Source: an optimization exercise on an open RTL-to-GDS flow (aim: small area). Production flows keep margins and buffers that such runs may drop.
The RTL was checked by simulation tests, not by an equivalence proof against the original design.
Power figures rest on the tool's default switching activity, not on a simulated workload.

<file path="standard.sh">
#!/bin/bash
# synth_recipe.tcl (not shown) runs the flow's synth.tcl, then flattens the netlist and writes it again
# the make line also repeats each setting of config.mk as NAME=value (left out here)
make -C /OpenROAD-flow-scripts/flow DESIGN_CONFIG=/design/flow/config.mk WORK_HOME=/design/flow/orfs CLKGATE_MAP_FILE= SYNTH_SCRIPT=/design/flow/synth_recipe.tcl "${@:-finish}"
</file>
<file path="flow/run.sh">
#!/bin/bash
# Standard layout, with the port buffers made from the smallest buffer cell.
set -euo pipefail
export BUFFER_PORTS_ARGS="-buffer_cell sky130_fd_sc_hd__buf_1"
bash standard.sh > standard_flow.log 2>&1
</file>
<file path="constraint.sdc">
create_clock -name core_clock -period 10.0 [get_ports {clk}]
set_input_delay 2.0000 -clock core_clock [delete_from_list [all_inputs] [get_ports {clk}]]
set_output_delay 2.0000 -clock core_clock [all_outputs]
set_load 0.01 [all_outputs]
</file>
<file path="design.v">
`timescale 1ns / 1ps
module video_core(
	input         clk,
	input         rst_n,
	input  [7:0]  vpo,
	input         config_done,
	input         enhance_enable,
	input         video_zoom,
	input         cross_output,
	output [9:0]  lut_addr,
	input  [7:0]  lut_data,
	output [19:0] sram_a_addr,
	output        sram_a_ce_n,
	output        sram_a_we_n,
	output        sram_a_oe_n,
	output [15:0] sram_a_dout,
	output        sram_a_doe,
	input  [15:0] sram_a_din,
	output [19:0] sram_b_addr,
	output        sram_b_ce_n,
	output        sram_b_we_n,
	output        sram_b_oe_n,
	output [15:0] sram_b_dout,
	output        sram_b_doe,
	input  [15:0] sram_b_din,
	output [7:0]  enc_data,
	output        frame_flag,
	output        decode_error,
	output [7:0]  img_mean,
	output        iris_int,
	output [7:0]  max_gray
);
function [19:0] radd;
	input [19:0] a;
	input [19:0] b;
	input        ci;
	integer i;
	reg c;
	begin
		c = ci;
		for (i = 0; i < 20; i = i + 1) begin
			radd[i] = a[i] ^ b[i] ^ c;
			c = (a[i] & b[i]) | (a[i] & c) | (b[i] & c);
		end
	end
endfunction
reg [7:0] d1, d2;
always @(posedge clk or negedge rst_n)
	if (!rst_n) begin
		d1 <= 8'h00;
		d2 <= 8'h00;
	end else begin
		d1 <= vpo;
		d2 <= d1;
	end
localparam DI  = 4'b0000, DW  = 4'b0001, DE1 = 4'b0010, DE2 = 4'b0011,
           DCB = 4'b0100, DLB = 4'b0101, DCR = 4'b0110, DLR = 4'b0111,
           DNP = 4'b1000, DFL = 4'b1001, DEL = 4'b1010, DNL = 4'b1011,
           DER = 4'b1100;
localparam RNP = 2'b00, RFL = 2'b01, REL = 2'b10, RNL = 2'b11;
reg [3:0]  ds;
reg [1:0]  dr;
reg [9:0]  hp;           
reg [9:0]  vc;           
reg        fld;
reg        flag;
reg        iris;
reg        err;
reg        we_w;
reg        ce_w;
reg [7:0]  mgb;          
reg [7:0]  mg;
reg [7:0]  lutr;
reg [7:0]  img_hi;       
reg [16:0] img_lo;
reg [7:0]  dlo, dhi;     
wire d_ff = (d2 == 8'hFF);
wire d_00 = (d2 == 8'h00);
wire d_ok = !d_ff && !d_00;
wire in_line   = (ds[3:2] == 2'b01);
wire is_chroma = in_line && !ds[0];
wire is_luma   = in_line && ds[0];
wire st_di  = (ds == DI);
wire st_del = (ds == DEL);
wire cap_go = st_di && config_done;
wire [7:0] lut_lo = (enhance_enable && is_chroma) ? d1 : lutr;
assign lut_addr = {!flag, 1'b0, lut_lo};
wire win = !fld && (hp >= 10'd103) && (hp < 10'd615) && (vc >= 10'd30) && (vc < 10'd286);
wire acc = is_luma && d_ok && win;
wire [19:0] img_lo_sum = radd({3'd0, img_lo}, {12'd0, acc ? d2 : 8'd0}, 1'b0);
always @(posedge clk or negedge rst_n)
	if (!rst_n) begin
		ds <= DI;
		flag <= 1'b0;
		iris <= 1'b0;
		err <= 1'b0;
		we_w <= 1'b1;
		ce_w <= 1'b1;
		mgb <= 8'h00;
		mg <= 8'h00;
		lutr <= 8'h00;
		img_hi <= 8'h00;
	end else begin
		case (ds)
		DI:
			if (config_done) begin
				err <= 1'b0;
				flag <= ~flag;
				iris <= 1'b0;
				we_w <= 1'b1;
				ce_w <= 1'b1;
				mg <= mgb;
				ds <= DW;
			end
		DW:
			if (d_ff) ds <= DE1;
		DE1:
			ds <= d_00 ? DE2 : DER;
		DE2:
			ds <= d_00 ? {2'b10, dr} : DER;
		DNP:
			ds <= DW;
		DFL:
			if (d2[6:4] == 3'b000) begin
				ds <= DCB;
				ce_w <= 1'b0;
			end else
				ds <= DW;
		DCB: begin
			we_w <= 1'b1;
			if (d_ff) ds <= DE1;
			else if (d_00) ds <= DER;
			else ds <= DLB;
		end
		DCR: begin
			we_w <= 1'b1;
			ds <= d_ok ? DLR : DER;
		end
		DLB, DLR:
			if (d_ok) begin
				ds <= ds[1] ? DCB : DCR;
				if (d2 >= mgb) mgb <= d2;
				we_w <= 1'b0;
			end else
				ds <= DER;
		DEL: begin
			we_w <= 1'b1;
			ce_w <= 1'b1;
			if (d2[6:4] == 3'b111)
				ds <= DI;
			else if (d2[6:4] == 3'b011) begin
				ds <= DW;
				iris <= 1'b0;
			end else if (d2[5:4] == 2'b01) begin
				if (!fld && vc == 10'd286) iris <= 1'b1;
				ds <= DW;
			end else
				ds <= DER;
		end
		DNL:
			if (d2[5:4] == 2'b00) begin
				ds <= DCB;
				ce_w <= 1'b0;
			end else
				ds <= DW;
		DER:
			if (config_done)
				ds <= DI;
			else begin
				we_w <= 1'b1;
				ce_w <= 1'b1;
				err <= 1'b1;
			end
		default:
			ds <= DER;
		endcase
		if (is_chroma && d_ok && enhance_enable) lutr <= d1;
		img_hi <= cap_go ? 8'h00 : radd({12'd0, img_hi}, 20'd0, img_lo_sum[17]);
	end
always @(posedge clk) begin
	if (st_di) dr <= RNP;
	else if (ds == DNP && d2[6:5] == 2'b01) dr <= RFL;
	else if (in_line) dr <= REL;
	else if (st_del) dr <= RNL;
	hp <= in_line ? radd({10'd0, hp}, 20'd0, is_chroma && d_ok) : 10'h3FF;
	vc <= (st_di || (st_del && d2[6:4] == 3'b011)) ? 10'd0 :
	      radd({10'd0, vc}, 20'd0, st_del && d2[5:4] == 2'b01);
	if (st_di) fld <= 1'b0;
	else if (st_del && d2[6:4] == 3'b011) fld <= 1'b1;
	img_lo <= st_di ? 17'd0 : img_lo_sum[16:0];
	if (!is_luma) dlo <= d2;
	dhi <= enhance_enable ? lut_data : d2;
end
wire [19:0] vf   = radd({10'd0, vc}, {11'd0, fld, 2'd0, fld, 5'd0}, 1'b0);
wire [19:0] vf5  = radd(vf, {vf[17:0], 2'd0}, 1'b0);
wire [19:0] vf45 = radd(vf5, {vf5[16:0], 3'd0}, 1'b0);
wire [19:0] wr_hi = radd(vf45, {14'd0, hp[9:4]}, 1'b0);
wire [19:0] wr_addr = {wr_hi[15:0], hp[3:0]};
wire [15:0] wr_data = {dhi, dlo};
assign img_mean = img_hi;
assign max_gray = mg;
assign iris_int = iris;
assign decode_error = err;
assign frame_flag = flag;
localparam EI  = 4'b0000, EW  = 4'b0001, EE1 = 4'b0010, EE2 = 4'b0011,
           EAC = 4'b0100, EER = 4'b0101,
           ENP = 4'b1000, EOD = 4'b1001, EEL = 4'b1010, ENL = 4'b1011;
localparam NNP = 2'b00, NOD = 2'b01, NEL = 2'b10, NNL = 2'b11;
reg [3:0]  es;
reg [1:0]  en;
reg        zd, zd1;
reg [10:0] q;
reg        qfv;
reg [8:0]  lc;
reg [7:0]  mp;
reg        ce_r;
reg        fe;
reg [7:0]  y0, y1, cr;
reg [19:1] bf;
wire [15:0] rd_data = flag ? sram_a_din : sram_b_din;
wire [9:0]  q2 = q[10:1];
wire [8:0]  rx  = zd1 ? {1'b0, lc[8:1]} : lc;
wire [9:0]  ry  = zd1 ? {1'b0, q[10:2]} : q[10:1];
wire [19:0] rxf = radd({11'd0, rx}, {11'd0, fe, 1'b0, zd1, fe, 1'b0, zd1, 3'd0}, 1'b0);
wire [19:0] ryk = radd({10'd0, ry}, {12'd0, zd1, 1'b0, zd1, zd1, 1'b0, zd1, 2'd0}, 1'b0);
wire [19:0] rx5  = radd(rxf, {rxf[17:0], 2'd0}, 1'b0);
wire [19:0] rx45 = radd(rx5, {rx5[16:0], 3'd0}, 1'b0);
wire [19:0] rd_hi = radd(rx45, {14'd0, ryk[9:4]}, 1'b0);
wire [19:0] a_calc = {rd_hi[15:0], ryk[3:0]};
wire [19:0] rd_addr = (zd1 && q[2:0] != 3'd0) ? {bf, 1'b1} : a_calc;
wire e_ff = (d1 == 8'hFF);
wire e_00 = (d1 == 8'h00);
wire st_ei  = (es == EI);
wire st_eac = (es == EAC);
wire st_eel = (es == EEL);
wire enc_go = st_ei && config_done;
wire q_end  = (q == 11'd1439);
wire run    = st_eac && !e_ff && !q_end;
wire xhair = cross_output && (((lc == 9'd144) && (q2 >= 10'd335) && (q2 < 10'd385)) ||
                              ((q2 == 10'd360) && (lc > 9'd134) && (lc <= 9'd154)));
wire zload  = run && !q[0] && !xhair && zd1;
wire load0  = zload && (q[2:1] == 2'd0);
wire load2  = zload && (q[2:1] == 2'd1);
always @(posedge clk or negedge rst_n)
	if (!rst_n) begin
		es <= EI;
		qfv <= 1'b0;
		ce_r <= 1'b1;
		bf <= 19'd0;
	end else begin
		case (es)
		EI:
			if (config_done) begin
				es <= EW;
				qfv <= 1'b0;
				ce_r <= 1'b1;
			end
		EW:
			if (e_ff) es <= EE1;
		EE1:
			es <= e_00 ? EE2 : EER;
		EE2:
			es <= e_00 ? {2'b10, en} : EER;
		ENP:
			es <= EW;
		EOD:
			if (d1[6:4] == 3'b000) begin
				es <= EAC;
				ce_r <= 1'b0;
			end else
				es <= EW;
		EAC:
			if (e_ff)
				es <= EE1;
			else if (q_end) begin
				qfv <= 1'b0;
				es <= EW;
			end else
				qfv <= 1'b1;
		EEL: begin
			ce_r <= 1'b1;
			if (d1[6:4] == 3'b111)
				es <= EI;
			else if (d1[6:4] == 3'b011 || d1[5:4] == 2'b01)
				es <= EW;
			else
				es <= EER;
		end
		ENL:
			if (d1[5:4] == 2'b00) begin
				es <= EAC;
				ce_r <= 1'b0;
			end else
				es <= EW;
		EER:
			if (config_done)
				es <= EI;
			else
				ce_r <= 1'b1;
		default:
			es <= EER;
		endcase
		if (load0) bf <= a_calc[19:1];
	end
always @(posedge clk) begin
	zd <= video_zoom;
	zd1 <= zd;
	if (st_ei) en <= NNP;
	else if (es == ENP && d1[6:5] == 2'b01) en <= NOD;
	else if (st_eac) en <= NEL;
	else if (st_eel) en <= NNL;
	q <= (enc_go || (st_eac && !e_ff && q_end)) ? 11'd0 : radd({9'd0, q}, 20'd0, run);
	lc <= (enc_go || (st_eel && d1[6:4] == 3'b011)) ? 9'd0 :
	      radd({11'd0, lc}, 20'd0, st_eel && d1[5:4] == 2'b01);
	if (enc_go) fe <= 1'b0;
	else if (st_eel && d1[6:4] == 3'b011) fe <= 1'b1;
	if (enc_go) begin
		y0 <= 8'h10;
		y1 <= 8'h10;
		cr <= 8'h80;
	end else begin
		if (load0) y0 <= rd_data[15:8];
		if (load2) begin
			y1 <= rd_data[15:8];
			cr <= rd_data[7:0];
		end
	end
	mp <= 8'h00;
	if (run) begin
		if (!q[0]) begin
			if (xhair)
				mp <= 8'h80;
			else if (zd1)
				case (q[2:1])
				2'd0, 2'd1: mp <= rd_data[7:0];
				2'd2: mp <= 8'd189;
				default: mp <= cr;
				endcase
			else
				mp <= 8'd49;
		end else begin
			if (xhair)
				mp <= (rd_data[15:8] > 8'd128) ? 8'd20 : 8'd220;
			else if (zd1)
				mp <= q[2] ? y1 : y0;
			else
				mp <= rd_data[15:8];
		end
	end
end
assign enc_data = qfv ? mp : d2;
assign sram_b_addr = flag ? wr_addr : rd_addr;
assign sram_b_ce_n = flag ? ce_w : ce_r;
assign sram_b_we_n = flag ? we_w : 1'b1;
assign sram_b_oe_n = flag ? 1'b1 : ce_r;
assign sram_b_dout = wr_data;
assign sram_b_doe  = flag;
assign sram_a_addr = flag ? rd_addr : wr_addr;
assign sram_a_ce_n = flag ? ce_r : ce_w;
assign sram_a_we_n = flag ? 1'b1 : we_w;
assign sram_a_oe_n = flag ? ce_r : 1'b1;
assign sram_a_dout = wr_data;
assign sram_a_doe  = !flag;
endmodule
</file>
<file path="config.mk">
export PLATFORM = sky130hd
export DESIGN_NAME = video_core
export DESIGN_NICKNAME = video_core
export VERILOG_FILES = /design/flow/design.v
export SDC_FILE = /design/flow/constraint.sdc
export NUM_CORES = 4
export LEC_CHECK = 0
export CAP_MARGIN = 20
export CORE_MARGIN = 2
export CORE_UTILIZATION = 40
export PLACE_DENSITY = 0.6
export SLEW_MARGIN = 20
</file>
==> summary.txt, run 1 <==
* Synth area leaders: dfxtp_1 (18%), dfrtp_1 (17%), ha_1 (11%), fa_1 (9.5%), mux2_2 (6.5%)
* Initial DRC count at 396
* Worst Tran Pin Value at 0.863 ns
* GR Util met1 at 0.259
* FF-to-FF Start: d2[5]$_DFF_PN0_
* CTS tree: built
* First-pass GRT wire length at 44800 um
* Slowest cell delay on critical path at 0.47 ns
* Syn Inst Count at 1159
* Chip Height at 176 um
* ANT cells at 0
* Area grow syn2layout at 12.3%
* Final Max Slew Viols at 0
* Most common cell on crit path: fa_1
* CP startpoint kind: flop
* GRT Total Usage at 0.184
* Top cell type by total area after synthesis: dfxtp_1
* Crit. End Element: output port
* Unrepaired setup endpoints after global routing: false
* Placed cells at 1645
* Routed wire per std cell at 16.3 um
* Die Area at 0.0310 mm^2
* Comb power frac at 0.399
* Leakage at 5.89 nW
* Clock latency on the worst-skew pair at 0.45 ns
* Placeable Area at 0.0289 mm^2
* Internal at 1.88 mW
* H-tree depth at 4
* Crit path max-delay cell type: dfxtp_2
* Worst Path Buf+Inv at 6
* Multi-input gate area at 0.00673 mm^2
* Number of CTS-inserted buffers at 17
* Via density at 5.13
* Average cell area after synthesis at 10.2 um^2
* Final worst-path cycle share at 0.935
* Largest net degree at the start of global routing at 64
* Clock Path Buffers at 2
* Cts repair resizes at 0
* Max cap viols at 0
* Signal arrival time at the worst endpoint at 7.35 ns
* Seq/Total Area, Yosys at 0.372
* Cell Area, Synth at 0.0118 mm^2
* Reg area at 0.00440 mm^2
* Postcts setup bufs at 0
* Total grt overflow at 0
* Ys flop type: dfxtp_1
* Clock transition at the registers of the reported paths at 0.08 ns
* Psw at 1.29 mW
* Worst Reg2Reg Path Length in Cells at 31
* Register bit count reported by yosys at 195
* Root Driver: clkbuf_16
* Final net count at 1492
* Final Hold Viols at 0
* Post-synth cell types at 74
* Top Ports at 171
* Number of global-route vias before repair at 8473
* Syn Nets at 1370
* Hold path startpoint: zd$_DFF_P_
* Hold crit path type: flop to flop
* Clock power share at 0.226
* Hold Path Depth at 0
* Top cells by count, synth: dfxtp_1 (105), ha_1 (101), nor2_1 (101)
* Antenna violations before repair at 0
* Site row count at 62
* YS warnings at 1
* Residual DRC at 0
* Max Clk Rate at 0.107 GHz
* Detailed Routing Iterations Pass 1 at 5
* Placed inst area at 0.0127 mm^2
* HPWL reported at the end of detailed placement at 20500 um
* Initial Utilization at 0.409
* EDFF count, synth at 8
* Worst VDD drop at 0.175 mV
* Share of layout cells above drive strength 1 at 0.106
* Final ANT Viol Nets at 0
* Minimum clock period at 9.35 ns
* Switching Fraction at 0.407
* IO buf count at 169
* Pwr Density at 238 mW/mm^2
* Clock Skew at 0.0201 ns
* WP data required at 8.00 ns
* Kind of critical path: flop to output port
* Filler cells at 2786
* Reg power frac at 0.375
* Routability cong. at 0.830
* Asr flop ratio synth at 0.421
* Reg-to-Reg End: img_hi[7]$_DFF_PN0_
* Top-count cell post-synth: dfxtp_1
* Met2 Use GR at 0.297
* M3 GR Usage at 0.0340
* Most Crowded Layer GR: met2
* Total Wirelength at 27300 um
* Clk sinks at 195
* Cts hold-fix bufs at 0
* Critical Path Fanout Max at 37
* CP top delay family: adder cells
* Final setup fails at 0
* Setup TNS at 0 ns
* Worst slew margin at 0.424
* Register-to-Register Setup Slack at 1.90 ns
* Worst Setup SP: zd1$_DFF_P_
* WHS Endpoint: zd1$_DFF_P_
* Status: complete, no violations
* DR vias at 8608
* Layout Cells excl Fill at 1678
* Finished layout cell area at 0.0133 mm^2
* DIE WIDTH at 176 um
* Yosys top cell area share at 0.178
-- cell usage in the layout, fill, tap and decap left out, types with 6 or more instances in the layout --
master / count
nand2b_1: 20
nor3_1: 15
nor2_1: 101
and3_1: 8
nor2b_1: 32
nand4_1: 8
a21oi_1: 66
mux2i_1: 61
mux2_2: 68
a31oi_1: 8
dfrtp_1: 78
dfxtp_1: 104
nand3_1: 6
clkbuf_16: 19
buf_1: 168
a211oi_1: 25
and2_1: 34
fa_1: 56
edfxtp_1: 8
nor4_1: 9
o21ai_0: 45
or2_2: 6
xnor2_1: 13
buf_4: 10
inv_1: 87
inv_8: 6
nand2_1: 45
ha_1: 101
-- kinds of logic (layout without fill, tap and decap cells) --
| logic type | after synthesis | count (layout) | share of synthesized area |
|---|---|---|---|
| flip-flops | 195 | 195 | 0.372 |
| AO/OA/AOI/OAI | 185 | 185 | 0.0973 |
| other | 1 | 1 | 0.000317 |
| AND/OR/NAND/NOR | 310 | 310 | 0.139 |
| buffers and inverters | 166 | 301 | 0.0609 |
| adder cells (fa/ha/maj) | 157 | 157 | 0.201 |
| multiplexers | 130 | 130 | 0.118 |
| XOR/XNOR | 15 | 15 | 0.0111 |
-- power by group through the flow --
stage	Sequential (mW)	Clock (mW)	Combinational, mW
after global routing	1.22	0.771	1.41
after CTS	1.19	0.738	1.28
after global placement	1.20	0	1.25
final	1.19	0.716	1.26
after detailed placement	1.20	0	1.27
after floorplan	1.10	0	0.979
-- sequential cells by signal, summed over array words and instances, names as in the netlist, 9 cells and up --
| signal | count |
|---|---|
| img_lo | 17 |
| bf | 19 |
| hp | 10 |
| lc | 9 |
| vc | 10 |
| q | 11 |
-- layout make-up --
cell class | instances | area share
multi-input cells | 798 | 0.506
clock inverters | 13 | 0.0111
inverters | 89 | 0.0251
flip-flops and latches | 195 | 0.331
clock buffers | 19 | 0.0358
well taps | 384 | 0.0361
repair buffers | 180 | 0.0548
-- metrics by stage --
step	hold WS, ns	worst slack (ns)	total power, mW	utilization
2_1_floorplan	0.310	1.03	2.07	-
3_3_place_gp	0.364	1.24	2.45	0.438
3_5_place_dp	0.339	1.08	2.47	0.438
4_1_cts	0.371	0.591	3.20	0.459
5_1_grt	0.383	0.204	3.40	0.460
6_report	0.370	0.649	3.17	0.460
-- layer usage --
| layer | up-vias | wire length, um |
|---|---|---|
| met5 | - | 0 |
| met4 | 0 | 272 |
| met3 | 14 | 1190 |
| met2 | 204 | 12400 |
| met1 | 4168 | 13500 |
| li1 | 4222 | - |
-- worst max path at each step --
stage / to / slack [ns] / cells past startpoint
floorplan: sram_a_addr[19] / 1.03 / 28
detailed placement: sram_b_addr[19] / 1.08 / 26
CTS: sram_b_addr[19] / 0.59 / 26
global route: sram_a_addr[19] / 0.20 / 26
finish: sram_b_addr[19] / 0.65 / 26
global placement: sram_b_addr[19] / 1.24 / 26
==> run 2, diff against run 1 <==
==> run.sh (new file) <==
#!/bin/bash
# synth_recipe.tcl (not shown) runs the flow's synth.tcl, then flattens the netlist and writes it again
# the make line also repeats each setting of config.mk as NAME=value (left out here)
make -C /OpenROAD-flow-scripts/flow DESIGN_CONFIG=/design/flow/config.mk WORK_HOME=/design/flow/orfs CLKGATE_MAP_FILE= SYNTH_SCRIPT=/design/flow/synth_recipe.tcl finish
removed: flow/run.sh
removed: standard.sh
==> summary.txt, run 2 <==
* Initial Utilization at 0.409
* Worst slew margin at 0.447
* Root Driver: clkbuf_16
* Critical Path Fanout Max at 12
* M1 WL at 13200 um
* Via density at 5.15
* Die Area at 0.0310 mm^2
* Final ANT Viol Nets at 0
* Signal arrival time at the worst endpoint at 7.53 ns
* Pwr Density at 238 mW/mm^2
* Postcts setup bufs at 0
* CP top delay family: adder cells
* YS warnings at 1
* Ys flop type: dfxtp_1
* Routability cong. at 0.820
* Cts hold-fix bufs at 0
* Minimum clock period at 9.53 ns
* Number of CTS-inserted buffers at 17
* Clk sinks at 195
* Slowest cell delay on critical path at 0.51 ns
* Status: complete, no violations
* Number of global-route vias before repair at 8711
* Site row count at 62
* Hold Path Depth at 0
* Routed wire per std cell at 16.8 um
* ANT cells at 0
* Worst VDD drop at 0.218 mV
* Setup TNS at 0 ns
* Crit path depth at 27
* IO buf count at 169
* Crit. End Element: output port
* Syn Inst Count at 1159
* DR vias at 8649
* Max Clk Rate at 0.105 GHz
* Syn Nets at 1370
* Clock Skew at 0.0234 ns
* Internal at 2.11 mW
* Top Ports at 171
* Clock power share at 0.205
* H-tree depth at 4
* HPWL reported at the end of detailed placement at 21100 um
* Final worst-path cycle share at 0.953
* Seq/Total Area, Yosys at 0.372
* Antenna violations before repair at 0
* Register-to-Register Setup Slack at 1.80 ns
* Synth area leaders: dfxtp_1 (18%), dfrtp_1 (17%), ha_1 (11%), fa_1 (9.5%), mux2_2 (6.5%)
* Placeable Area at 0.0289 mm^2
* Detailed Routing Iterations Pass 1 at 4
* GRT Total Usage at 0.191
* Top cells by count, synth: dfxtp_1 (105), ha_1 (101), nor2_1 (101)
* Worst Tran Pin Value at 0.830 ns
* Largest registers: bf x19, img_lo x17, q x11
* Reg power frac at 0.343
* Crit path max-delay cell type: clkdlybuf4s50_1
* Final Max Slew Viols at 0
* Psw at 1.31 mW
* Most common cell on crit path: fa_1
* Kind of critical path: flop to output port
* Max reg flops at 19
* Largest net degree at the start of global routing at 58
* First-pass GRT wire length at 46600 um
* Worst Path Buf+Inv at 7
* WP data required at 8.00 ns
* Final net count at 1494
* Comb power frac at 0.452
* CP startpoint kind: flop
* Max cap viols at 0
* Total Wirelength at 28200 um
* Hold crit path type: flop to flop
* Total grt overflow at 0
* Leakage at 6.34 nW
* Filler cells at 2677
* Top reg by flops: bf
* Chip Height at 176 um
* Unrepaired setup endpoints after global routing: false
* Area grow syn2layout at 21.4%
* Clock transition at the registers of the reported paths at 0.08 ns
* Asr flop ratio synth at 0.421
* Clock latency on the worst-skew pair at 0.45 ns
* Final Hold Viols at 0
* Top-count cell post-synth: dfxtp_1
* Top cell type by total area after synthesis: dfxtp_1
* Post-synth cell types at 74
* Cell Area, Synth at 0.0118 mm^2
* Switching Fraction at 0.382
* Share of layout cells above drive strength 1 at 0.106
* Top Layer Used: met4
* Cts repair resizes at 0
* Fin util at 0.497
* Worst Reg2Reg Path Length in Cells at 31
* Commonest non-fill, non-tap cell in the layout: clkdlybuf4s50_1
* Total Power at 3.42 mW
* Average cell area after synthesis at 10.2 um^2
* Clock Path Buffers at 2
* Register bit count reported by yosys at 195
* DIE WIDTH at 176 um
* Residual DRC at 0
* CTS tree: built
* Yosys top cell area share at 0.178
* EDFF count, synth at 8
* Final setup fails at 0
* Initial DRC count at 547
* Metal3 WL at 1680 um
* Commonest cells after routing, fill and taps aside: clkdlybuf4s50_1 (168), dfxtp_1 (104), nor2_1 (101), ha_1 (101), inv_1 (87)
* Met2 wire length at 13000 um
run 2: cell type report:
type                    instances  area (um^2)  share of cell area
clock buffers                  18          429              0.0299
repair buffers                182         1810               0.126
inverters                      89          334              0.0232
flip-flops and latches        195         4400               0.306
clock inverters                14          185              0.0129
well taps                     384          480              0.0334
multi-input cells             798         6730               0.468
run 2: worst paths after layout:
kind	endpoint	start
min	zd1$_DFF_P_	zd$_DFF_P_
max	sram_b_addr[19]	zd1$_DFF_P_
max reg2reg	img_hi[7]$_DFF_PN0_	d2[5]$_DFF_PN0_
min reg2reg	zd1$_DFF_P_	zd$_DFF_P_
max in group asynchronous	bf[17]$_DFFE_PN0P_	rst_n
min in group asynchronous	img_hi[5]$_DFF_PN0_	rst_n
run 2: through the flow:
step	cells	setup WS [ns]	hold WS, ns	instance area, um^2
6_report	1680	0.469	0.352	14400
5_1_grt	1680	0.0482	0.357	14400
4_1_cts	1678	0.264	0.362	14300
3_5_place_dp	1646	0.771	0.352	13700
3_3_place_gp	1646	0.887	0.375	13700
2_1_floorplan	1159	1.03	0.310	11800
run 2: cell families after synthesis:
family | count (synthesis) | synth area share
AOI/OAI and AO/OA | 185 | 0.0973
xor gates and xnor gates | 15 | 0.0111
adders and majority gates | 157 | 0.201
buffers and inverters | 166 | 0.0609
DFF | 195 | 0.372
muxes | 130 | 0.118
other | 1 | 0.000317
and+or+nand+nor | 310 | 0.139
run 2: per-layer routing:
| layer | vias up | global-route usage |
|---|---|---|
| li1 | 4228 | - |
| met1 | 4185 | 0.258 |
| met2 | 216 | 0.310 |
| met3 | 20 | 0.0454 |
| met4 | 0 | 0.0427 |
| met5 | - | 0 |
run 2: power groups by stage:
stage	Clock [mW]	Combinational (mW)	Sequential, mW
finish	0.702	1.54	1.17
global route	0.751	1.71	1.20
CTS	0.721	1.56	1.17
detailed placement	0	1.55	1.19
global placement	0	1.54	1.18
floorplan	0	0.979	1.10
run 2: worst register-to-register path: cells and delay by family, from the launching register on:
family                   cells  cell delay (ns)
AND/OR/NAND/NOR              4             1.16
adder cells (fa/ha/maj)     24             5.85
AO/OA/AOI/OAI                2             0.25
XOR/XNOR                     1             0.16
flip-flops                   1             0.62
==> run 3, diff against run 2 <==
--- a/design.v
+++ b/design.v
@@ -61,7 +61,7 @@
 reg [3:0]  ds;
 reg [1:0]  dr;
 reg [9:0]  hp;           
-reg [9:0]  vc;           
+reg [15:0] pv;           
 reg        fld;
 reg        flag;
 reg        iris;
@@ -85,7 +85,9 @@
 wire cap_go = st_di && config_done;
 wire [7:0] lut_lo = (enhance_enable && is_chroma) ? d1 : lutr;
 assign lut_addr = {!flag, 1'b0, lut_lo};
-wire win = !fld && (hp >= 10'd103) && (hp < 10'd615) && (vc >= 10'd30) && (vc < 10'd286);
+wire pv_last = (pv == (fld ? 16'd58995 : 16'd46035));
+wire pv_inc  = st_del && d2[5:4] == 2'b01;
+wire win = !fld && (hp >= 10'd103) && (hp < 10'd615) && (pv >= 16'd1350) && (pv < 16'd12870);
 wire acc = is_luma && d_ok && win;
 wire [19:0] img_lo_sum = radd({3'd0, img_lo}, {12'd0, acc ? d2 : 8'd0}, 1'b0);
 always @(posedge clk or negedge rst_n)
@@ -152,7 +154,7 @@
 				ds <= DW;
 				iris <= 1'b0;
 			end else if (d2[5:4] == 2'b01) begin
-				if (!fld && vc == 10'd286) iris <= 1'b1;
+				if (!fld && pv == 16'd12870) iris <= 1'b1;
 				ds <= DW;
 			end else
 				ds <= DER;
@@ -183,18 +185,21 @@
 	else if (in_line) dr <= REL;
 	else if (st_del) dr <= RNL;
 	hp <= in_line ? radd({10'd0, hp}, 20'd0, is_chroma && d_ok) : 10'h3FF;
-	vc <= (st_di || (st_del && d2[6:4] == 3'b011)) ? 10'd0 :
-	      radd({10'd0, vc}, 20'd0, st_del && d2[5:4] == 2'b01);
+	if (st_di)
+		pv <= 16'd0;
+	else if ((st_del && d2[6:4] == 3'b011) || (pv_inc && pv_last && fld))
+		pv <= 16'd12960;
+	else if (pv_inc && pv_last)
+		pv <= 16'd0;
+	else
+		pv <= radd({4'd0, pv}, {14'd0, pv_inc, 1'b0, pv_inc, pv_inc, 1'b0, pv_inc}, 1'b0);
 	if (st_di) fld <= 1'b0;
 	else if (st_del && d2[6:4] == 3'b011) fld <= 1'b1;
 	img_lo <= st_di ? 17'd0 : img_lo_sum[16:0];
 	if (!is_luma) dlo <= d2;
 	dhi <= enhance_enable ? lut_data : d2;
 end
-wire [19:0] vf   = radd({10'd0, vc}, {11'd0, fld, 2'd0, fld, 5'd0}, 1'b0);
-wire [19:0] vf5  = radd(vf, {vf[17:0], 2'd0}, 1'b0);
-wire [19:0] vf45 = radd(vf5, {vf5[16:0], 3'd0}, 1'b0);
-wire [19:0] wr_hi = radd(vf45, {14'd0, hp[9:4]}, 1'b0);
+wire [19:0] wr_hi = radd({4'd0, pv}, {14'd0, hp[9:4]}, 1'b0);
 wire [19:0] wr_addr = {wr_hi[15:0], hp[3:0]};
 wire [15:0] wr_data = {dhi, dlo};
 assign img_mean = img_hi;
==> flow/run.sh (new file) <==
#!/bin/bash
# Standard layout, with the port buffers made from the smallest buffer cell
# and a clock tree of mid-size buffers without dummy loads.
set -euo pipefail
export BUFFER_PORTS_ARGS="-buffer_cell sky130_fd_sc_hd__buf_1"
export CTS_ARGS="-sink_clustering_enable -repair_clock_nets -dont_use_dummy_load -buf_list sky130_fd_sc_hd__clkbuf_8 -sink_clustering_size 30"
bash standard.sh > standard_flow.log 2>&1
==> standard.sh (new file) <==
#!/bin/bash
# synth_recipe.tcl (not shown) runs the flow's synth.tcl, then flattens the netlist and writes it again
# the make line also repeats each setting of config.mk as NAME=value (left out here)
make -C /OpenROAD-flow-scripts/flow DESIGN_CONFIG=/design/flow/config.mk WORK_HOME=/design/flow/orfs CLKGATE_MAP_FILE= SYNTH_SCRIPT=/design/flow/synth_recipe.tcl "${@:-finish}"
removed: run.sh
==> summary.txt, run 3 <==
* Status: complete, no violations
* ANT cells at 0
* Fin util at 0.451
* Final setup fails at 0
* Routability cong. at 0.821
* Synth area leaders: dfxtp_1 (19%), dfrtp_1 (17%), ha_1 (10%), mux2_2 (7.4%), fa_1 (6.8%)
* Site row count at 62
* CTS tree: built
* Worst slew margin at 0.356
* Initial DRC count at 558
* Commonest cells after routing, fill and taps aside: buf_1 (168), dfxtp_1 (111), ha_1 (95)
* Cell Area, Synth at 0.0115 mm^2
* Hold crit path type: flop to flop
* Chip Height at 174 um
* Antenna violations before repair at 0
* Placed cells at 1640
* Pwr Density at 228 mW/mm^2
* Clk sinks at 201
* Ys flop type: dfxtp_1
* DR vias at 8703
* Area grow syn2layout at 11.9%
* WHS at 0.427 ns
* Final ANT Viol Nets at 0
* Seq/Total Area, Yosys at 0.392
* Syn Inst Count at 1152
* Main combinational cell family by area after synthesis: adder cells
* Largest net degree at the start of global routing at 67
* Top Ports at 171
* Final Max Slew Viols at 0
* Die Area at 0.0302 mm^2
* Leakage at 5.61 nW
* Asr flop ratio synth at 0.408
* Worst VDD drop at 0.0923 mV
* Total grt overflow at 0
* Via density at 5.19
* Placeable Area at 0.0285 mm^2
* IO buf count at 169
* Residual DRC at 0
* Commonest non-fill, non-tap cell in the layout: buf_1
* H-tree depth at 2
* Top reg by flops: bf
* Yosys top cell area share at 0.193
* Max Clk Rate at 0.105 GHz
* Setup TNS at 0 ns
* Placed inst area at 0.0124 mm^2
* Worst Tran Pin Value at 0.957 ns
* Kind of critical path: flop to output port
* Number of CTS-inserted buffers at 38
* CP startpoint kind: flop
* Critical Path Fanout Max at 14
* Average cell area after synthesis at 10.0 um^2
* Simple-gate share of the synthesized area at 0.148
* Max cap viols at 0
* Final net count at 1484
* Largest registers: bf x19, img_lo x17, pv x16
* Routed wire per std cell at 16.2 um
* HPWL reported at the end of detailed placement at 19900 um
* Root Driver: clkbuf_8
* Max reg flops at 19
* Cts hold-fix bufs at 0
* Total Wirelength at 27200 um
* Number of global-route vias before repair at 8267
* YS warnings at 1
* Top-count cell post-synth: dfxtp_1
* Finished layout cell area at 0.0129 mm^2
* Filler cells at 2841
* Share of layout cells above drive strength 1 at 0.112
* GRT Total Usage at 0.179
* Detailed Routing Iterations Pass 1 at 5
* Register bit count reported by yosys at 201
* Top cell type by total area after synthesis: dfxtp_1
* Cts repair resizes at 0
* Post-synth cell types at 69
* Post-Synth Adder-Cell Area at 0.171
* Final worst-path cycle share at 0.951
* Clock Path Buffers at 3
* Postcts setup bufs at 0
* Initial Utilization at 0.403
* WP data required at 8.00 ns
* DIE WIDTH at 174 um
* Post-Synth XOR/XNOR Area at 0.0106
* Syn Nets at 1340
* Signal arrival time at the worst endpoint at 7.51 ns
* Unrepaired setup endpoints after global routing: false
* Layout Cells excl Fill at 1678
* Synth Area in Compound Gates at 0.114
* EDFF count, synth at 8
* Clock latency on the worst-skew pair at 0.54 ns
* Clock Skew at 0.0663 ns
* Top cells by count, synth: dfxtp_1 (111), ha_1 (95), nor2_1 (81)
* Clock transition at the registers of the reported paths at 0.06 ns
* Final Hold Viols at 0
* Crit. End Element: output port
* Multiplexer share of the synthesized area at 0.110
* First-pass GRT wire length at 43800 um
* Minimum clock period at 9.51 ns
run 3: layout make-up:
| cell class | instances | area [um^2] | share of cell area |
|---|---|---|---|
| Multi-Input combinational cell | 812 | 6390 | 0.496 |
| Inverter | 59 | 221 | 0.0172 |
| Sequential cell | 201 | 4520 | 0.351 |
| Clock buffer | 38 | 523 | 0.0406 |
| Tap cell | 384 | 480 | 0.0373 |
| Timing Repair Buffer | 184 | 751 | 0.0583 |
run 3: critical path, cell delays in order (launching register included):
cell     delay (ns)
dfxtp_1        0.59
mux2_2         0.43
ha_1           0.20
fa_1           0.36
inv_1          0.08
fa_1           0.45
inv_1          0.10
fa_1           0.16
inv_1          0.05
fa_1           0.37
fa_1           0.39
fa_1           0.41
fa_1           0.39
fa_1           0.42
fa_1           0.41
fa_1           0.38
inv_1          0.08
fa_1           0.17
ha_1           0.14
inv_1          0.04
fa_1           0.47
inv_1          0.04
ha_1           0.19
xor2_1         0.18
nor2_1         0.06
a21oi_1        0.20
mux2i_1        0.10
buf_1          0.16
run 3: report_power, final:
group / internal [mW] / total (mW) / switching [mW]
Clock: 0.334 / 0.639 / 0.305
Combinational: 0.464 / 1.15 / 0.682
Sequential: 0.983 / 1.16 / 0.175
run 3: final timing paths:
| kind | from | to | slack (ns) | cells after the start |
|---|---|---|---|---|
| max in group asynchronous | rst_n | es[3]$_DFFE_PN0P_ | 7.45 | 2 |
| min in group asynchronous | rst_n | img_hi[1]$_DFF_PN0_ | 1.42 | 1 |
| min | zd$_DFF_P_ | zd1$_DFF_P_ | 0.43 | 0 |
| max reg2reg | d2[7]$_DFF_PN0_ | img_hi[7]$_DFF_PN0_ | 1.71 | 32 |
| min reg2reg | zd$_DFF_P_ | zd1$_DFF_P_ | 0.43 | 0 |
| max | zd1$_DFF_P_ | sram_a_addr[19] | 0.49 | 27 |
run 3: cell families (layout without fill, tap and decap cells):
logic type,Yosys count,count (layout)
DFF,201,201
muxes,117,117
adders and majority gates,134,134
AOI/OAI and AO/OA,215,215
other,1,1
and+or+nand+nor,331,331
xor gates and xnor gates,14,14
buffers and inverters,139,281
run 3: metrics by stage:
stage	setup WS, ns	total power, mW
6_report	0.489	2.94
5_1_grt	0.0947	3.17
2_1_floorplan	1.04	1.97
4_1_cts	0.435	2.98
3_3_place_gp	1.12	2.31
3_5_place_dp	0.977	2.33
run 3: layer usage:
| layer | track usage | vias up | share of wire |
|---|---|---|---|
| li1 | - | 4280 | - |
| met1 | 0.239 | 4182 | 0.46 |
| met2 | 0.302 | 203 | 0.49 |
| met3 | 0.0283 | 38 | 0.040 |
| met4 | 0.0483 | 0 | 0.014 |
| met5 | 0 | - | 0 |
==> run 4, diff against run 3 <==
==> flow/run.sh (replaced) <==
#!/bin/bash
# Standard layout, with the port buffers made from the smallest buffer cell
# and a clock tree of mid-size buffers without dummy loads.
set -euo pipefail
export BUFFER_PORTS_ARGS="-buffer_cell sky130_fd_sc_hd__buf_1"
export CTS_ARGS="-sink_clustering_enable -repair_clock_nets -dont_use_dummy_load -buf_list sky130_fd_sc_hd__clkbuf_4 -sink_clustering_size 20"
bash standard.sh > standard_flow.log 2>&1
==> summary.txt, run 4 <==
* Slowest cell delay on critical path at 0.47 ns
* Final Max Slew Viols at 0
* DR vias at 8799
* Total grt overflow at 0
* Top reg by flops: bf
* CTS tree: built
* Clock Skew at 0.0874 ns
* Average cell area after synthesis at 10.0 um^2
* Final ANT Viol Nets at 0
* Final setup fails at 0
* First-pass GRT wire length at 43700 um
* Yosys top cell area share at 0.193
* Largest registers: bf x19, img_lo x17, pv x16
* Clk sinks at 201
* Cell Area, Synth at 0.0115 mm^2
* Filler cells at 2865
* Register bit count reported by yosys at 201
* Chip Height at 174 um
* Max cap viols at 0
* Unrepaired setup endpoints after global routing: false
* WP data required at 8.00 ns
* Crit. End Element: output port
* Cts hold-fix bufs at 0
* Worst VDD drop at 0.0840 mV
* Kind of critical path: flop to output port
* Most common cell on crit path: fa_1
* Post-synth cell types at 69
* Top Ports at 171
* Worst Tran Pin Value at 0.962 ns
* HPWL reported at the end of detailed placement at 19900 um
* Largest net degree at the start of global routing at 67
* Crit path max-delay cell type: dfxtp_2
* Via density at 5.19
* Setup TNS at 0 ns
* YS warnings at 1
* Worst Setup SP: zd1$_DFF_P_
* Antenna violations before repair at 1
* Top cell type by total area after synthesis: dfxtp_1
* EDFF count, synth at 8
* Signal arrival time at the worst endpoint at 7.52 ns
* Total Wirelength at 27200 um
* Clock transition at the registers of the reported paths at 0.06 ns
* Placeable Area at 0.0285 mm^2
* GRT Total Usage at 0.179
* Clock Path Buffers at 3
* Commonest cells after routing, fill and taps aside: buf_1 (168), dfxtp_1 (110), ha_1 (95)
* Max Clk Rate at 0.105 GHz
* Area grow syn2layout at 11.0%
* Reg area at 0.00452 mm^2
* Top cells by count, synth: dfxtp_1 (111), ha_1 (95), nor2_1 (81)
* Routed wire per std cell at 16.0 um
* Commonest non-fill, non-tap cell in the layout: buf_1
* Clock latency on the worst-skew pair at 0.68 ns
* Worst slew margin at 0.353
* Routability cong. at 0.821
* Final Hold Viols at 0
* Share of layout cells above drive strength 1 at 0.124
* Multi-input gate area at 0.00639 mm^2
* Residual DRC at 0
* Minimum clock period at 9.52 ns
* Final worst-path cycle share at 0.952
* DP Worst Slack at 0.977 ns
* Top-count cell post-synth: dfxtp_1
* Asr flop ratio synth at 0.408
* Detailed Routing Iterations Pass 1 at 5
* Fin util at 0.448
* Final net count at 1501
* Hold crit path type: flop to flop
* Number of CTS-inserted buffers at 55
* Syn Nets at 1340
* Root Driver: clkbuf_4
* Setup ws final at 0.477 ns
* DIE WIDTH at 174 um
* Seq/Total Area, Yosys at 0.392
* Initial DRC count at 576
* Status: complete, no violations
* H-tree depth at 2
* FF-to-FF Start: d2[7]$_DFF_PN0_
* Ys flop type: dfxtp_1
* IO buf count at 169
* Critical Path Fanout Max at 14
* Number of global-route vias before repair at 8387
* Die Area at 0.0302 mm^2
* Initial Utilization at 0.403
* CP startpoint kind: flop
* Pwr Density at 223 mW/mm^2
* Leakage at 5.59 nW
* Hold path startpoint: zd$_DFF_P_
* Site row count at 62
* Max reg flops at 19
* Synth area leaders: dfxtp_1 (19%), dfrtp_1 (17%), ha_1 (10%), mux2_2 (7.4%), fa_1 (6.8%)
* Syn Inst Count at 1152
[run 4: kinds of logic after synthesis]
logic type      Yosys count  share of synthesized area
simple gates            331                      0.148
fa+ha+maj               134                      0.171
mux                     117                      0.110
buf+inv                 139                     0.0536
xor+xnor                 14                     0.0106
flops                   201                      0.392
compound gates          215                      0.114
other cells               1                   0.000326
[run 4: power breakdown]
| group | switching [mW] | leakage, nW | internal [mW] | total (mW) |
|---|---|---|---|---|
| Clock | 0.299 | 0.253 | 0.247 | 0.546 |
| Sequential | 0.175 | 2.00 | 0.983 | 1.16 |
| Combinational | 0.682 | 3.34 | 0.464 | 1.15 |
[run 4: path summary, 6_finish.rpt]
check                                      end  slack, ns  cells past startpoint
setup / recovery               sram_a_addr[19]       0.48                     27
hold / removal                     zd1$_DFF_P_       0.40                      0
setup reg to reg           img_hi[7]$_DFF_PN0_       1.67                     32
hold reg to reg                    zd1$_DFF_P_       0.40                      0
max in group asynchronous      qfv$_DFFE_PN0P_       7.63                      2
min in group asynchronous  img_hi[0]$_DFF_PN0_       1.27                      1
[run 4: area by class of cell]
cell class                      instances  share of cell area
Antenna cell                            1            0.000196
Tap cell                              384              0.0376
Clock buffer                           55              0.0323
Sequential cell                       201               0.354
Timing Repair Buffer                  184              0.0587
Multi-Input combinational cell        812               0.500
Inverter                               59              0.0173
[run 4: stage by stage]
stage	cells	power, mW	hold WS, ns	cell area, um^2
6_report	1696	2.85	0.398	12800
5_1_grt	1696	3.08	0.398	12800
4_1_cts	1695	2.89	0.399	12800
3_5_place_dp	1640	2.33	0.392	12400
3_3_place_gp	1640	2.31	0.396	12400
2_1_floorplan	1152	1.97	0.310	11500
[run 4: timing repair]
action | CTS | global route
gates resized for setup | 0 | 1
setup buffers | 0 | 0
endpoints found under the setup margin | 0 | 2
[run 4: metal layers]
layer | vias up | GRT usage | routed length [um] | share of wire
met5 | - | 0 | 0 | 0
met4 | 0 | 0.0550 | 604 | 0.022
met3 | 59 | 0.0338 | 1290 | 0.047
met2 | 206 | 0.298 | 13100 | 0.48
met1 | 4182 | 0.237 | 12200 | 0.45
li1 | 4352 | - | - | -
[run 4: critical path, delay by kind of cell (launching register included)]
family | cells | cell delay, ns
flops | 1 | 0.47
buf+inv | 7 | 0.56
xor+xnor | 1 | 0.18
simple gates | 1 | 0.06
compound gates | 1 | 0.20
fa+ha+maj | 15 | 4.91
mux | 2 | 0.51
==> run 5, diff against run 4 <==
==> flow/run.sh (replaced) <==
#!/bin/bash
# Standard layout, with the port buffers made from the smallest buffer cell
# and a clock tree of mid-size buffers without dummy loads.
set -euo pipefail
export BUFFER_PORTS_ARGS="-buffer_cell sky130_fd_sc_hd__buf_1"
export CTS_ARGS="-sink_clustering_enable -repair_clock_nets -dont_use_dummy_load -buf_list sky130_fd_sc_hd__clkbuf_16 -sink_clustering_size 28 -sink_clustering_max_diameter 80 -sink_buffer_max_cap_derate 1.0"
bash standard.sh > standard_flow.log 2>&1
==> summary.txt, run 5 <==
* Leakage at 5.51 nW
* Clock Skew at 0.0513 ns
* Share of layout cells above drive strength 1 at 0.0953
* Fin util at 0.445
* HPWL reported at the end of detailed placement at 19900 um
* IO buf count at 169
* Root Driver: clkbuf_16
* Routability cong. at 0.821
* Filler cells at 2840
* Initial Utilization at 0.403
* Area grow syn2layout at 10.4%
* YS warnings at 1
* CTS tree: built
* Placeable Area at 0.0285 mm^2
* Clock latency on the worst-skew pair at 0.49 ns
* Detailed Routing Iterations Pass 1 at 5
* Clk sinks at 201
* DIE WIDTH at 174 um
* Total Wirelength at 26800 um
* Final Max Slew Viols at 0
* Clock power share at 0.185
* Number of global-route vias before repair at 8070
* Syn Inst Count at 1152
* Worst Tran Pin Value at 0.967 ns
* Register bit count reported by yosys at 201
* Final Hold Viols at 0
* Worst VDD drop at 0.100 mV
* Residual DRC at 0
* Critical Path Fanout Max at 14
* Top-count cell post-synth: dfxtp_1
* Via density at 5.20
* Cts repair resizes at 0
* Final ANT Viol Nets at 0
* Internal at 1.69 mW
* ANT cells at 0
* Crit. End Element: output port
* Comb power frac at 0.406
* WP data required at 8.00 ns
* Setup TNS at 0 ns
* Status: complete, no violations
* Largest registers: bf x19, img_lo x17, pv x16
* Unrepaired setup endpoints after global routing: false
* Max cap viols at 0
* Ys flop type: dfxtp_1
* Top cell type by total area after synthesis: dfxtp_1
* Post-synth cell types at 69
* Psw at 1.13 mW
* Postcts setup bufs at 0
* Total grt overflow at 0
* Max reg flops at 19
* Pwr Density at 222 mW/mm^2
* Commonest cells after routing, fill and taps aside: buf_1 (168), dfxtp_1 (111), ha_1 (95)
* Signal arrival time at the worst endpoint at 7.53 ns
* Kind of critical path: flop to output port
* Finished layout cell area at 0.0127 mm^2
* Final net count at 1460
* Synth area leaders: dfxtp_1 (19%), dfrtp_1 (17%), ha_1 (10%), mux2_2 (7.4%), fa_1 (6.8%)
* WHS at 0.402 ns
* Cts hold-fix bufs at 0
* EDFF count, synth at 8
* Site row count at 62
* Seq/Total Area, Yosys at 0.392
* Switching Fraction at 0.399
* Top reg by flops: bf
* M3 GR Usage at 0.0193
* Minimum clock period at 9.53 ns
* Top cells by count, synth: dfxtp_1 (111), ha_1 (95), nor2_1 (81)
* Syn Nets at 1340
* H-tree depth at 1
* Number of CTS-inserted buffers at 14
* Worst slew margin at 0.349
* Final setup fails at 0
* Max Clk Rate at 0.105 GHz
* Cell Area, Synth at 0.0115 mm^2
* Initial DRC count at 608
* First-pass GRT wire length at 43200 um
* GRT Total Usage at 0.176
* DP Worst Slack at 0.977 ns
* Antenna violations before repair at 0
* Yosys top cell area share at 0.193
* Clock transition at the registers of the reported paths at 0.09 ns
* Largest net degree at the start of global routing at 67
* Routed wire per std cell at 16.2 um
* Commonest non-fill, non-tap cell in the layout: buf_1
* Average cell area after synthesis at 10.0 um^2
* Die Area at 0.0302 mm^2
* Clock Path Buffers at 3
* Chip Height at 174 um
* Reg power frac at 0.409
* Setup ws final at 0.466 ns
* Placed inst area at 0.0124 mm^2
* Met2 Use GR at 0.297
* Hold crit path type: flop to flop
* DR vias at 8599
* Final worst-path cycle share at 0.953
* GR Util met1 at 0.243
* Most Crowded Layer GR: met2
* Asr flop ratio synth at 0.408
* CP startpoint kind: flop
* Top Ports at 171
==> run 5: final timing paths <==
| path | slack (ns) | cells after the start | from | end |
|---|---|---|---|---|
| worst max register to register | 1.64 | 32 | d2[7]$_DFF_PN0_ | img_hi[7]$_DFF_PN0_ |
| worst max-delay path | 0.47 | 27 | zd1$_DFF_P_ | sram_a_addr[19] |
| worst min-delay path | 0.40 | 0 | zd$_DFF_P_ | zd1$_DFF_P_ |
| min in group asynchronous | 1.47 | 1 | rst_n | img_hi[0]$_DFF_PN0_ |
| worst min register to register | 0.40 | 0 | zd$_DFF_P_ | zd1$_DFF_P_ |
| max in group asynchronous | 7.42 | 2 | rst_n | es[3]$_DFFE_PN0P_ |
==> run 5: worst max-delay path, stage by stage (launching register included) <==
cell	delay (ns)
dfxtp_1	0.61
mux2_2	0.43
ha_1	0.20
fa_1	0.36
inv_1	0.08
fa_1	0.45
inv_1	0.10
fa_1	0.16
inv_1	0.05
fa_1	0.37
fa_1	0.39
fa_1	0.40
fa_1	0.39
fa_1	0.42
fa_1	0.40
fa_1	0.38
inv_1	0.08
fa_1	0.17
ha_1	0.14
inv_1	0.04
fa_1	0.47
inv_1	0.04
ha_1	0.19
xor2_1	0.18
nor2_1	0.06
a21oi_1	0.20
mux2i_1	0.10
buf_1	0.16
==> run 5: power by group through the flow <==
stage | Clock, mW | Combinational [mW] | Sequential, mW
global route | 0.575 | 1.28 | 1.18
detailed placement | 0 | 1.15 | 1.17
finish | 0.522 | 1.14 | 1.15
global placement | 0 | 1.14 | 1.17
CTS | 0.542 | 1.16 | 1.16
floorplan | 0 | 0.877 | 1.09
==> run 5: logic make-up (layout without fill, tap and decap cells) <==
group	after synthesis	count (layout)	synth area share
AOI/OAI and AO/OA	215	215	0.114
xor gates and xnor gates	14	14	0.0106
and+or+nand+nor	331	331	0.148
other	1	1	0.000326
buffers and inverters	139	257	0.0536
muxes	117	117	0.110
adders and majority gates	134	134	0.171
DFF	201	201	0.392
==> run 5: through the flow <==
stage | power (mW) | instances
after floorplan | 1.97 | 1152
after global placement | 2.31 | 1640
after detailed placement | 2.33 | 1640
after CTS | 2.86 | 1654
after global routing | 3.04 | 1654
final | 2.82 | 1654
==> run 5: routing by layer <==
metal | routed length [um] | vias to the layer above
li1 | - | 4246
met1 | 12200 | 4128
met2 | 13000 | 194
met3 | 1170 | 31
met4 | 426 | 0
met5 | 0 | -
==> run 5: layout make-up <==
class | instances | area (um^2) | area share
tap | 384 | 480 | 0.0378
timing repair buffer | 184 | 751 | 0.0590
sequential | 201 | 4520 | 0.355
inverter | 59 | 221 | 0.0174
clock buffer | 14 | 350 | 0.0276
multi-input combinational | 812 | 6390 | 0.503
==> run 6, diff against run 5 <==
==> flow/run.sh (replaced) <==
#!/bin/bash
# Standard layout, with the port buffers made from the smallest buffer cell
# and a clock tree of mid-size buffers without dummy loads.
set -euo pipefail
export BUFFER_PORTS_ARGS="-buffer_cell sky130_fd_sc_hd__buf_1"
export CTS_ARGS="-sink_clustering_enable -repair_clock_nets -dont_use_dummy_load -buf_list sky130_fd_sc_hd__clkbuf_8 -sink_clustering_size 15 -sink_clustering_max_diameter 60 -sink_buffer_max_cap_derate 1.0"
bash standard.sh > standard_flow.log 2>&1
==> summary.txt, run 6 <==
* Status: complete, no violations
* Top reg by flops: bf
* Seq/Total Area, Yosys at 0.392
* Syn Inst Count at 1152
* Routed wire per std cell at 16.2 um
* Register bit count reported by yosys at 201
* Clock latency on the worst-skew pair at 0.54 ns
* Commonest cells after routing, fill and taps aside: buf_1 (168), dfxtp_1 (111), ha_1 (95)
* Final Hold Viols at 0
* Clock Skew at 0.0546 ns
* HPWL reported at the end of detailed placement at 19900 um
* Routability cong. at 0.821
* Number of global-route vias before repair at 8113
* Clock transition at the registers of the reported paths at 0.07 ns
* Antenna violations before repair at 0
* YS warnings at 1
* Top cells by count, synth: dfxtp_1 (111), ha_1 (95), nor2_1 (81)
* WP data required at 8.00 ns
* Crit. End Element: output port
* Cts repair resizes at 0
* Synth area leaders: dfxtp_1 (19%), dfrtp_1 (17%), ha_1 (10%), mux2_2 (7.4%), fa_1 (6.8%)
* Initial DRC count at 556
* Residual DRC at 0
* Detailed Routing Iterations Pass 1 at 5
* EDFF count, synth at 8
* Total Wirelength at 27000 um
* CP startpoint kind: flop
* Commonest non-fill, non-tap cell in the layout: buf_1
* Die Area at 0.0302 mm^2
* Setup TNS at 0 ns
* Chip Height at 174 um
* IO buf count at 169
* Post-synth cell types at 69
* Clk sinks at 201
* Site row count at 62
* Max Clk Rate at 0.105 GHz
* Share of layout cells above drive strength 1 at 0.102
* Signal arrival time at the worst endpoint at 7.57 ns
* DP Worst Slack at 0.977 ns
* Average cell area after synthesis at 10.0 um^2
* Postcts setup bufs at 0
* Final Max Slew Viols at 0
* Final worst-path cycle share at 0.957
* Root Driver: clkbuf_8
* Top cell type by total area after synthesis: dfxtp_1
* Hold Path Depth at 0
* Final ANT Viol Nets at 0
* H-tree depth at 1
* Worst Reg2Reg Path Length in Cells at 32
* Asr flop ratio synth at 0.408
* DR vias at 8603
* Hold crit path type: flop to flop
* GRT Total Usage at 0.176
* Reg-to-Reg End: img_hi[7]$_DFF_PN0_
* Final net count at 1469
* Pwr Density at 219 mW/mm^2
* Largest net degree at the start of global routing at 67
* Max cap viols at 0
* Yosys top cell area share at 0.193
* DIE WIDTH at 174 um
* ANT cells at 0
* Top-count cell post-synth: dfxtp_1
* Placeable Area at 0.0285 mm^2
* Worst slew margin at 0.342
* Register-to-Register Setup Slack at 1.67 ns
* Critical Path Fanout Max at 14
* Cell Area, Synth at 0.0115 mm^2
* Unrepaired setup endpoints after global routing: false
* Largest registers: bf x19, img_lo x17, pv x16
* Hold path startpoint: zd$_DFF_P_
* FF-to-FF Start: d2[7]$_DFF_PN0_
* CTS tree: built
* First-pass GRT wire length at 43200 um
* Initial Utilization at 0.403
* Total grt overflow at 0
* Setup ws final at 0.431 ns
* Ys flop type: dfxtp_1
* WHS Endpoint: zd1$_DFF_P_
* Worst Tran Pin Value at 0.978 ns
* Max reg flops at 19
* Kind of critical path: flop to output port
* Via density at 5.17
* Leakage at 5.50 nW
* Number of CTS-inserted buffers at 23
* Final setup fails at 0
* Top Ports at 171
* Area grow syn2layout at 10.1%
* Minimum clock period at 9.57 ns
* Syn Nets at 1340
* Clock Path Buffers at 3
* Cts hold-fix bufs at 0
* Worst VDD drop at 0.0957 mV
==> run 6: final cells by class <==
type	instances	area, um^2
Sequential cell	201	4520
Inverter	59	221
Clock buffer	23	317
Fill cell	2849	15900
Multi-Input combinational cell	812	6390
Tap cell	384	480
Timing Repair Buffer	184	751
==> run 6: metal layers <==
| layer | part of all wire | global-route usage | vias up |
|---|---|---|---|
| li1 | - | - | 4263 |
| met1 | 0.46 | 0.241 | 4122 |
| met2 | 0.48 | 0.296 | 175 |
| met3 | 0.042 | 0.0246 | 43 |
| met4 | 0.019 | 0.0431 | 0 |
| met5 | 0 | 0 | - |
==> run 6: how the worst max path moves through the flow <==
stage	start	end	slack (ns)	cells after the start
after floorplan	zd1$_DFF_P_	sram_a_addr[19]	1.04	26
after global placement	zd1$_DFF_P_	sram_a_addr[19]	1.12	27
after detailed placement	zd1$_DFF_P_	sram_a_addr[19]	0.98	27
after CTS	zd1$_DFF_P_	sram_a_addr[19]	0.37	27
after global routing	zd1$_DFF_P_	sram_a_addr[19]	0.03	27
final	zd1$_DFF_P_	sram_a_addr[19]	0.43	27
==> run 6: per-stage QoR <==
stage / power [mW] / cell area, um^2 / util / cells / hold WS, ns
final: 2.78 / 12700 / 0.444 / 1663 / 0.376
after global routing: 3.00 / 12700 / 0.444 / 1663 / 0.368
after CTS: 2.82 / 12700 / 0.444 / 1663 / 0.365
after detailed placement: 2.33 / 12400 / 0.433 / 1640 / 0.392
after global placement: 2.31 / 12400 / 0.433 / 1640 / 0.396
after floorplan: 1.97 / 11500 / - / 1152 / 0.310
==> run 6: report_power, final <==
| group | internal [mW] | switching [mW] | leakage, nW |
|---|---|---|---|
| Combinational | 0.464 | 0.681 | 3.34 |
| Sequential | 0.981 | 0.175 | 2.00 |
| Clock | 0.204 | 0.271 | 0.165 |
| Total | 1.65 | 1.13 | 5.50 |
==> run 6: kinds of logic (layout without fill, tap and decap cells) <==
family | Yosys count | in the layout | synth area share
mux | 117 | 117 | 0.110
compound gates | 215 | 215 | 0.114
buf+inv | 139 | 266 | 0.0536
flops | 201 | 201 | 0.392
fa+ha+maj | 134 | 134 | 0.171
other cells | 1 | 1 | 0.000326
simple gates | 331 | 331 | 0.148
xor+xnor | 14 | 14 | 0.0106
==> run 6: worst max-delay path, stage by stage, from the launching register on <==
cell and delay [ns]:
dfxtp_1 0.60, mux2_2 0.43, ha_1 0.20, fa_1 0.36, inv_1 0.08, fa_1 0.45
inv_1 0.10, fa_1 0.16, inv_1 0.05, fa_1 0.37, fa_1 0.39, fa_1 0.40
fa_1 0.39, fa_1 0.42, fa_1 0.40, fa_1 0.38, inv_1 0.08, fa_1 0.17
ha_1 0.14, inv_1 0.04, fa_1 0.47, inv_1 0.04, ha_1 0.19, xor2_1 0.18
nor2_1 0.06, a21oi_1 0.20, mux2i_1 0.10, buf_1 0.16
==> run 7, diff against run 6 <==
==> flow/run.sh (replaced) <==
#!/bin/bash
# Standard layout with three changes: an area-oriented ABC script in
# synthesis, port buffers made from the smallest buffer cell, and a clock
# tree of mid-size buffers without dummy loads.
set -euo pipefail
W="$(cd "$(dirname "$0")/.." && pwd)"
export AREA_ABC_SCRIPT="$W/flow/area.abc"
export FLOW_SYNTH_TCL="$W/synth_recipe.tcl"
export BUFFER_PORTS_ARGS="-buffer_cell sky130_fd_sc_hd__buf_1"
export CTS_ARGS="-sink_clustering_enable -repair_clock_nets -dont_use_dummy_load -buf_list sky130_fd_sc_hd__clkbuf_8 -sink_clustering_size 15 -sink_clustering_max_diameter 60 -sink_buffer_max_cap_derate 1.0"
sed "s|SYNTH_SCRIPT=[^ ]*|SYNTH_SCRIPT=$W/flow/synth_area.tcl|" "$W/standard.sh" > "$W/standard_area.sh"
grep -q "SYNTH_SCRIPT=$W/flow/synth_area.tcl" "$W/standard_area.sh"
bash "$W/standard_area.sh" > "$W/standard_flow.log" 2>&1
==> flow/area.abc (new file) <==
strash
dch
amap
topo
stime -c
dnsize -c
==> flow/synth_area.tcl (new file) <==
# The standard flow's synthesis script, with the ABC step run on an area-oriented script
# (flow/area.abc) instead of ORFS's delay-oriented one.  Everything else,
# including flip-flop mapping, is synth_recipe.tcl unchanged.
proc abc {args} {
  set i [lsearch $args -script]
  if {$i >= 0} { lset args [expr {$i + 1}] $::env(AREA_ABC_SCRIPT) }
  yosys abc {*}$args
}
source $::env(FLOW_SYNTH_TCL)
==> summary.txt, run 7 <==
* Status: complete, no violations
* Via density at 5.39
* Final Hold Viols at 0
* Kind of critical path: flop to output port
* Routability cong. at 0.901
* Leakage at 5.02 nW
* DIE WIDTH at 169 um
* Crit path max-delay cell type: dfxtp_2
* Clock transition at the registers of the reported paths at 0.09 ns
* Register bit count reported by yosys at 201
* Signal arrival time at the worst endpoint at 7.63 ns
* WHS Endpoint: d2[7]$_DFF_PN0_
* Reg-to-Reg End: img_hi[6]$_DFF_PN0_
* Top cell type by total area after synthesis: dfxtp_1
* Synth area leaders: dfxtp_1 (20%), dfrtp_1 (18%), ha_1 (11%), fa_1 (7.2%), o22ai_1 (6.1%)
* IO buf count at 169
* Final ANT Viol Nets at 0
* Top Ports at 171
* ANT cells at 0
* Average cell area after synthesis at 9.52 um^2
* Critical Path Fanout Max at 12
* DP Worst Slack at 0.640 ns
* H-tree depth at 1
* Cell Area, Synth at 0.0108 mm^2
* Antenna violations before repair at 0
* Commonest cells after routing, fill and taps aside: buf_1 (168), clkinv_1 (155), nor2_1 (118)
* Initial Utilization at 0.405
* Final Max Slew Viols at 0
* Routed wire per std cell at 16.6 um
* Number of CTS-inserted buffers at 20
* Register-to-Register Setup Slack at 1.31 ns
* First-pass GRT wire length at 44200 um
* Total Wirelength at 27600 um
* Finished layout cell area at 0.0121 mm^2
* Worst slew margin at 0.391
* EDFF count, synth at 8
* Number of global-route vias before repair at 8554
* Setup ws final at 0.374 ns
* Placeable Area at 0.0268 mm^2
* Share of layout cells above drive strength 1 at 0.0311
* Total grt overflow at 0
* Post-synth cell types at 48
* Asr flop ratio synth at 0.408
* Minimum clock period at 9.63 ns
* Clock latency on the worst-skew pair at 0.54 ns
* Max Clk Rate at 0.104 GHz
* Chip Height at 169 um
* Die Area at 0.0284 mm^2
* Worst Tran Pin Value at 0.908 ns
* Hold crit path type: flop to flop
* Largest net degree at the start of global routing at 63
* Root Driver: clkbuf_8
* Yosys top cell area share at 0.205
* WP data required at 8.00 ns
* HPWL reported at the end of detailed placement at 20800 um
* DR vias at 8946
* Cts repair resizes at 0
* Syn Inst Count at 1139
* Final worst-path cycle share at 0.963
* Residual DRC at 0
* YS warnings at 1
* Cts hold-fix bufs at 0
* Final setup fails at 0
* Largest registers: bf x19, img_lo x17, pv x16
* Top reg by flops: bf
* Worst VDD drop at 0.105 mV
* Ys flop type: dfxtp_1
* Detailed Routing Iterations Pass 1 at 5
* CTS tree: built
* Commonest non-fill, non-tap cell in the layout: buf_1
* Most common cell on crit path: fa_1
* Initial DRC count at 714
* Top-count cell post-synth: clkinv_1
* Slowest cell delay on critical path at 0.48 ns
* Worst Path Buf+Inv at 9
* Syn Nets at 1327
* Pwr Density at 228 mW/mm^2
* Site row count at 60
* Hold path startpoint: d1[7]$_DFF_PN0_
* Top cells by count, synth: clkinv_1 (157), nor2_1 (119), dfxtp_1 (111)
* Max reg flops at 19
* CP top delay family: adder cells
* WHS at 0.410 ns
* Postcts setup bufs at 0
* Clock Skew at 0.0766 ns
* FF-to-FF Start: d2[3]$_DFF_PN0_
* CP startpoint kind: flop
* Total Power at 2.77 mW
* Placed inst area at 0.0118 mm^2
* Final net count at 1509
* GRT Total Usage at 0.193
* Crit. End Element: output port
* Seq/Total Area, Yosys at 0.417
* Hold Path Depth at 0
* Max cap viols at 0
* Worst Reg2Reg Path Length in Cells at 34
* Clock Path Buffers at 3
* Area grow syn2layout at 12.0%
* Clk sinks at 201
run 7: cell types whose count changed after synthesis, sizes merged, moves of 21 or more:
cell,previous run,this run
clkinv,0,157
o22ai,10,106
mux2,76,0
inv,59,0
and2,56,0
clkbuf,45,0
nor2b,6,51
a21oi,80,37
mux2i,41,0
nor2,81,119
nand3,33,10
a22o,2,24
o221a,0,21
run 7: worst register-to-register path, delay by kind of cell, from the launching register on:
kind            cells  cell delay, ns
simple gates        7            1.60
flops               1            0.43
compound gates      2            0.39
fa+ha+maj          24            5.91
buf+inv             1            0.25
run 7: worst max path at each step:
stage / from / end / slack, ns / cells past startpoint
3_3_place_gp: zd1$_DFF_P_ / sram_a_addr[19] / 0.79 / 29
5_1_grt: zd1$_DFF_P_ / sram_a_addr[19] / -0.0007 / 28
2_1_floorplan: zd1$_DFF_P_ / sram_a_addr[19] / 0.46 / 29
6_report: zd1$_DFF_P_ / sram_a_addr[19] / 0.37 / 28
3_5_place_dp: zd1$_DFF_P_ / sram_a_addr[19] / 0.64 / 29
4_1_cts: zd1$_DFF_P_ / sram_a_addr[19] / 0.10 / 29
run 7: per-layer routing:
layer	wire length (um)	share of wire	vias up	global-route usage
met3	1310	0.047	52	0.0257
met2	13300	0.48	249	0.324
li1	-	-	4432	-
met4	777	0.028	0	0.0622
met5	0	0	-	0
met1	12200	0.44	4213	0.258
run 7: cell type report:
type                    count  area, um^2
repair buffers            179         713
multi-input cells         762        5610
clock buffers              20         275
flip-flops and latches    201        4520
fillers                  2572       14700
inverters                 157         593
well taps                 341         427
run 7: kinds of logic (layout without fill, tap and decap cells):
kind of cell,count (synthesis),after routing,synth area share
AO/OA/AOI/OAI,299,299,0.190
adder cells (fa/ha/maj),134,134,0.182
other,1,1,0.000346
AND/OR/NAND/NOR,328,328,0.144
buffers and inverters,176,356,0.0675
flip-flops,201,201,0.417
run 7: power breakdown:
part / switching [mW] / internal [mW]
registers: 0.123 / 0.994
clock network: 0.270 / 0.179
logic: 0.772 / 0.432
run 7: through the flow:
stage | instances | TNS [ns] | utilization
2_1_floorplan | 1139 | 0 | -
3_3_place_gp | 1640 | 0 | 0.442
3_5_place_dp | 1640 | 0 | 0.442
4_1_cts | 1660 | 0 | 0.452
5_1_grt | 1660 | -0.000739 | 0.453
6_report | 1660 | 0 | 0.453

[re-timing with driven ports]
The results above use ideal ports. As a check the final layouts listed here were re-extracted and re-timed, cells and wires unchanged. Step 1 assumes that a clkbuf_16 drives the clock port and a buf_2 every other input. Step 2 also shifts input and output timing later by t, the mid clock arrival at the registers, as if the neighbouring blocks saw the same clock. a / b / c = ideal / step 1 / step 2; a / b = the first two.
run	t, ns	setup WS [ns]	hold slack, ns	worst data-port slew with drivers (ns)	pins driven straight from the clock port
run 1	0.486	0.649 / 0.602 / 1.088	0.370 / 0.370 / 0.370	0.05	1
run 2	0.488	0.469 / 0.421 / 0.909	0.352 / 0.352 / 0.352	0.07	1
run 3	0.552	0.489 / 0.442 / 0.994	0.427 / 0.427 / 0.427	0.06	1
run 4	0.684	0.477 / 0.431 / 1.116	0.398 / 0.398 / 0.398	0.05	1
run 5	0.510	0.466 / 0.419 / 0.929	0.402 / 0.402 / 0.402	0.05	1
run 6	0.566	0.431 / 0.383 / 0.949	0.376 / 0.376 / 0.376	0.05	1
run 7	0.545	0.374 / 0.329 / 0.874	0.410 / 0.410 / 0.410	0.06	1
After both steps every run listed still meets setup and hold.
